This design comes from an exercise in tuning for small area on the open sky130 flow, not from production work.
Only simulation tests tie the RTL to the original design; equivalence was not proved.
The clock port is modelled as an ideal driver, which makes a skipped or thinned clock tree look cheaper than it is; a real chip needs a root buffer or a tree.
Power is estimated from default activity; no workload was simulated.

// led_show
module led_show(
    input clk,
    input rst,  
    output red,
    output green,
    output blue
);
reg [9:0]  r;
reg [6:0]  q;
reg [14:0] s;
reg [19:0] c;
reg [1:0]  ph;
reg        pend;
reg [4:0]  up;
reg        d0f;    
reg        d0b;    
wire r_tc  = r[9] & ~r[8] & ~r[7] & r[6] & r[5] & ~r[4] & r[3] & r[2] & r[1] & ~r[0];
wire q_top = q[6] & q[5] & q[2];    
wire s_tc  = s[14] & ~s[13] & ~s[12] & s[11] & ~s[9] & ~s[8] & ~s[6] & s[5] & s[4] & s[3] & s[2] & ~s[1] & ~s[0];
wire c_tc  = ~c[19] & c[17] & c[16] & ~c[15] & c[13] & ~c[12] & ~c[11] & ~c[10] & c[9] & ~c[8] & c[7] & c[6] & ~c[5] & ~c[4] & ~c[3] & ~c[2] & ~c[1] & c[0];
wire ph3   = ph[1] & ~ph[0];
wire ev    = s_tc & ~ph3;
wire r_ld = rst | r_tc | q_top;
wire s_ld = rst | s_tc;
wire c_ld = rst | c_tc | ph3;
always @(posedge clk) begin
    r <= ~({r[8:0], r[9] ^ r[6]} | {10{r_ld}});
    s <= ~({s[13:0], s[14] ^ s[13]} | {15{s_ld}});
    c <= ~({c[18:0], c[19] ^ c[16]} | {20{c_ld}});
    if (rst) q <= 7'd100;
    else if (q_top) q <= 7'd0;
    else if (r_tc) q <= q + 7'd1;
    if (rst) ph <= 2'b10;
    else if (c_tc | ph3) ph <= {ph[0], ~ph[1]};
    if (rst) pend <= 1'b0;
    else pend <= c_tc | (pend & ~ev);
    if (rst) begin
        up <= 5'd0;
        d0f <= 1'b1;
        d0b <= 1'b0;
    end else if (ev) begin
        if (pend) begin
            up <= 5'd1;
            d0f <= 1'b0;
            d0b <= up[0];
        end else begin
            up <= up + 5'd1;
        end
    end
end
wire p0 = ph == 2'b00, p1 = ph == 2'b01, p2 = ph == 2'b11;
wire r0 = pend ? p1 : p0;
wire r1 = pend ? p2 : p1;
  ...
Size: ~260 cells after synthesis, about 62 flip-flops, roughly 5 I/O pins, ~2500 µm² of cells after synthesis.
clock: 20.0 ns
lec_check: 0
cap_margin: 0
core_margin: 2
core_utilization: 60
cts_buf_list: sky130_fd_sc_hd__clkbuf_4
cts_cluster_diameter: 100
cts_cluster_size: 30
slew_margin: 0
run.sh (not shown) runs the stock make flow with config.mk's settings and CLKGATE_MAP_FILE= SYNTH_SCRIPT=/design/flow/synth_recipe.tcl, a recipe that flattens the netlist after the stock synthesis.
==> next run, changes <==
- CTS_BUF_LIST: sky130_fd_sc_hd__clkbuf_4 -> sky130_fd_sc_hd__clkbuf_8
- CTS_CLUSTER_DIAMETER: 100 -> 500
- CTS_CLUSTER_SIZE: 30 -> 64
Design area rose by 2.3%.
Area after synthesis is unchanged.
Final cell count stays the same.
Die area does not change.
Combinational power stays flat.
Synthesized cell count does not change.
Total power climbs by about 10%.
Wire length grows by 1.2%.
Sequential power barely changes.

* * *

Setup of JK:
The RTL this note starts from:
==> flow/design.v <==
module led_show(
    input clk,
    input rst,  
    output red,
    output green,
    output blue
);
reg [9:0]  r;
reg [6:0]  q;
reg [14:0] s;
reg [19:0] c;
reg [1:0]  ph;
reg        pend;
reg [4:0]  up;
reg        d0f;    
reg        d0b;    
wire r_tc  = r[9] & ~r[8] & ~r[7] & r[6] & r[5] & ~r[4] & r[3] & r[2] & r[1] & ~r[0];
wire q_top = q[6] & q[5] & q[2];    
wire s_tc  = s[14] & ~s[13] & ~s[12] & s[11] & ~s[9] & ~s[8] & ~s[6] & s[5] & s[4] & s[3] & s[2] & ~s[1] & ~s[0];
wire c_tc  = ~c[19] & c[17] & c[16] & ~c[15] & c[13] & ~c[12] & ~c[11] & ~c[10] & c[9] & ~c[8] & c[7] & c[6] & ~c[5] & ~c[4] & ~c[3] & ~c[2] & ~c[1] & c[0];
wire ph3   = ph[1] & ~ph[0];
wire ev    = s_tc & ~ph3;
wire r_ld = rst | r_tc | q_top;
wire s_ld = rst | s_tc;
wire c_ld = rst | c_tc | ph3;
always @(posedge clk) begin
    r <= ~({r[8:0], r[9] ^ r[6]} | {10{r_ld}});
    s <= ~({s[13:0], s[14] ^ s[13]} | {15{s_ld}});
    c <= ~({c[18:0], c[19] ^ c[16]} | {20{c_ld}});
    if (rst) q <= 7'd100;
    else if (q_top) q <= 7'd0;
    else if (r_tc) q <= q + 7'd1;
    if (rst) ph <= 2'b10;
    else if (c_tc | ph3) ph <= {ph[0], ~ph[1]};
    if (rst) pend <= 1'b0;
    else pend <= c_tc | (pend & ~ev);
    if (rst) begin
        up <= 5'd0;
        d0f <= 1'b1;
        d0b <= 1'b0;
    end else if (ev) begin
        if (pend) begin
            up <= 5'd1;
            d0f <= 1'b0;
            d0b <= up[0];
        end else begin
            up <= up + 5'd1;
        end
    end
end
wire p0 = ph == 2'b00, p1 = ph == 2'b01, p2 = ph == 2'b11;
wire r0 = pend ? p1 : p0;
wire r1 = pend ? p2 : p1;
wire r2 = pend ? (p0 | ph3) : (p2 | ph3);
wire [5:0] d0 = d0f ? 6'd50 : {5'b01111, d0b};
wire cu = q < {2'b00, up};
wire cd = ~q[6] & ({1'b0, q[5:0]} + {2'b00, up} < {1'b0, d0});
assign red   = (r0 & cd) | (r2 & cu);
assign green = (r0 & cu) | (r1 & cd);
assign blue  = (r1 & cu) | (r2 & cd);
endmodule
==> flow/config.mk <==
export PLATFORM = sky130hd
export DESIGN_NAME = led_show
export DESIGN_NICKNAME = led_show
export VERILOG_FILES = /design/flow/design.v
export SDC_FILE = /design/flow/constraint.sdc
export NUM_CORES = 4
export LEC_CHECK = 0
export CAP_MARGIN = 20
export CORE_MARGIN = 2
export CORE_UTILIZATION = 40
export SLEW_MARGIN = 20
==> flow/constraint.sdc <==
create_clock -name core_clock -period 20.0 [get_ports {clk}]
set_input_delay 4.0000 -clock core_clock [delete_from_list [all_inputs] [get_ports {clk}]]
set_output_delay 4.0000 -clock core_clock [all_outputs]
set_load 0.01 [all_outputs]
standard.sh (not shown) runs the stock make flow with config.mk's settings and CLKGATE_MAP_FILE= SYNTH_SCRIPT=/design/flow/synth_recipe.tcl, a recipe that flattens the netlist after the stock synthesis.
==> flow/flow/run.sh <==
#!/bin/bash
# Own layout flow: the standard ORFS flow (standard.sh) with
#  - synthesis through flow/synth.tcl: synth_recipe.tcl unchanged, but ABC maps
#    with the area-oriented flow/abc_area.script, and adders are left to ABC
#    (no ha/fa extraction);
#  - port buffers of the smallest buffer (buf_1);
#  - a one-level clock tree built by flow/cts_pre.tcl (a few clkbuf cells fed
#    by the clock port, one per group of nearby flip-flops) in place of
#    TritonCTS's H-tree.
# Each tool's full output is in orfs/logs/ (ORFS's per-step logs) and make.log.
set -euo pipefail
W=$PWD
F=$W/flow
bash "$W/standard.sh" \
  "SYNTH_SCRIPT=$F/synth.tcl" \
  "ADDER_MAP_FILE=" \
  "BUFFER_PORTS_ARGS=-buffer_cell sky130_fd_sc_hd__buf_1" \
  "PRE_CTS_TCL=$F/cts_pre.tcl" \
  finish > "$W/make.log" 2>&1
==> flow/flow/cts_pre.tcl <==
# Clock tree: split the clock port's flip-flops into NGROUP groups of
# neighbours (quarters: halves by x, then by y; else slices by x) and give each group one
# clock buffer at its centre, driven by the clock port. TritonCTS is then
# skipped; the rest of ORFS's CTS step (legalisation, timing repair) runs.
set own_buf sky130_fd_sc_hd__clkbuf_8
set own_ngroup 3
set block [ord::get_db_block]
set master [[ord::get_db] findMaster $own_buf]
set clknet [[$block findBTerm clk] getNet]
proc own_x {it} { return [lindex [[$it getInst] getLocation] 0] }
proc own_y {it} { return [lindex [[$it getInst] getLocation] 1] }
proc own_slices {items key n} {
  set s [lsort -command [list apply [list {k a b} {expr {[$k $a] - [$k $b]}}] $key] $items]
  set m [llength $s]
  set out {}
  for {set g 0} {$g < $n} {incr g} {
    lappend out [lrange $s [expr {$g * $m / $n}] [expr {($g + 1) * $m / $n - 1}]]
  }
  return $out
}
set sinks [$clknet getITerms]
if { $own_ngroup == 4 } {
  set groups {}
  foreach half [own_slices $sinks own_x 2] {
    lappend groups {*}[own_slices $half own_y 2]
  }
} else {
  set groups [own_slices $sinks own_x $own_ngroup]
}
set gi 0
foreach grp $groups {
  set inst [odb::dbInst_create $block $master "clkbuf_own_$gi"]
  set net [odb::dbNet_create $block "clknet_own_$gi"]
  $net setSigType CLOCK
  set sx 0
  set sy 0
  foreach it $grp {
    $it disconnect
    $it connect $net
    set sx [expr {$sx + [own_x $it]}]
    set sy [expr {$sy + [own_y $it]}]
  }
  set k [llength $grp]
  $inst setLocation [expr {$sx / $k}] [expr {$sy / $k}]
  $inst setPlacementStatus PLACED
  [$inst findITerm A] connect $clknet
  [$inst findITerm X] connect $net
  incr gi
}
puts "own clock tree: $gi x $own_buf for [llength $sinks] sinks"
set_propagated_clock [all_clocks]
proc clock_tree_synthesis {args} {
  puts "clock_tree_synthesis skipped: clock tree built by cts_pre.tcl"
}
Other scripts of this flow, unchanged in this note and not shown: flow/flow/abc_area.script, flow/flow/synth.tcl
JK: full flow OK, the timing, DRC and antenna checks passed
The inputs of MS differ from those of JK as listed below.
diff --git a/flow/flow/cts_pre.tcl b/flow/flow/cts_pre.tcl
--- a/flow/flow/cts_pre.tcl
+++ b/flow/flow/cts_pre.tcl
@@ -4,5 +4,5 @@
 # skipped; the rest of ORFS's CTS step (legalisation, timing repair) runs.
 set own_buf sky130_fd_sc_hd__clkbuf_8
-set own_ngroup 3
+set own_ngroup 4
 set block [ord::get_db_block]
 set master [[ord::get_db] findMaster $own_buf]
## What came out
Diff JK -> MS: clock power share moved up; share of post-route cells with drive strength above 1 moved up; global-route usage moved up. Reported for MS and JK, synthesized cell count turned out identical to the last digit. MS | stages: all done | timing, DRC, antenna: all pass.
In every run of this note, the design's own scripts or RTL, not TritonCTS, make the clock network.

-- what the ideal ports hide --
In the flow no input, the clock included, has a driving cell. The finished layouts below were timed again as built, in two steps.
Step 1 (the two cells are an assumption about what drives the block):
set clk [get_ports {clk}]
set_driving_cell -lib_cell sky130_fd_sc_hd__clkbuf_16 $clk
set_driving_cell -lib_cell sky130_fd_sc_hd__buf_2 [delete_from_list [all_inputs] $clk]
Step 2, shift: input delay + t, output delay - t, t = (earliest + latest rising clock arrival at the registers) / 2. This alone moves slack from input paths to output paths.
a / b / c = ideal ports / drivers / drivers and shift; a / b = the first two.
run	t, ns	setup WS [ns]	hold slack, ns
the first run of note 1	0.424	12.439 / 12.414 / 12.838	0.385 / 0.385 / 0.385
the second run of note 1	0.360	12.523 / 12.495 / 12.855	0.381 / 0.381 / 0.381
JK	0.213	13.509 / 13.463 / 13.677	0.387 / 0.387 / 0.387
MS	0.205	13.540 / 13.486 / 13.690	0.385 / 0.385 / 0.385
After both steps setup and hold are still met in every run listed.
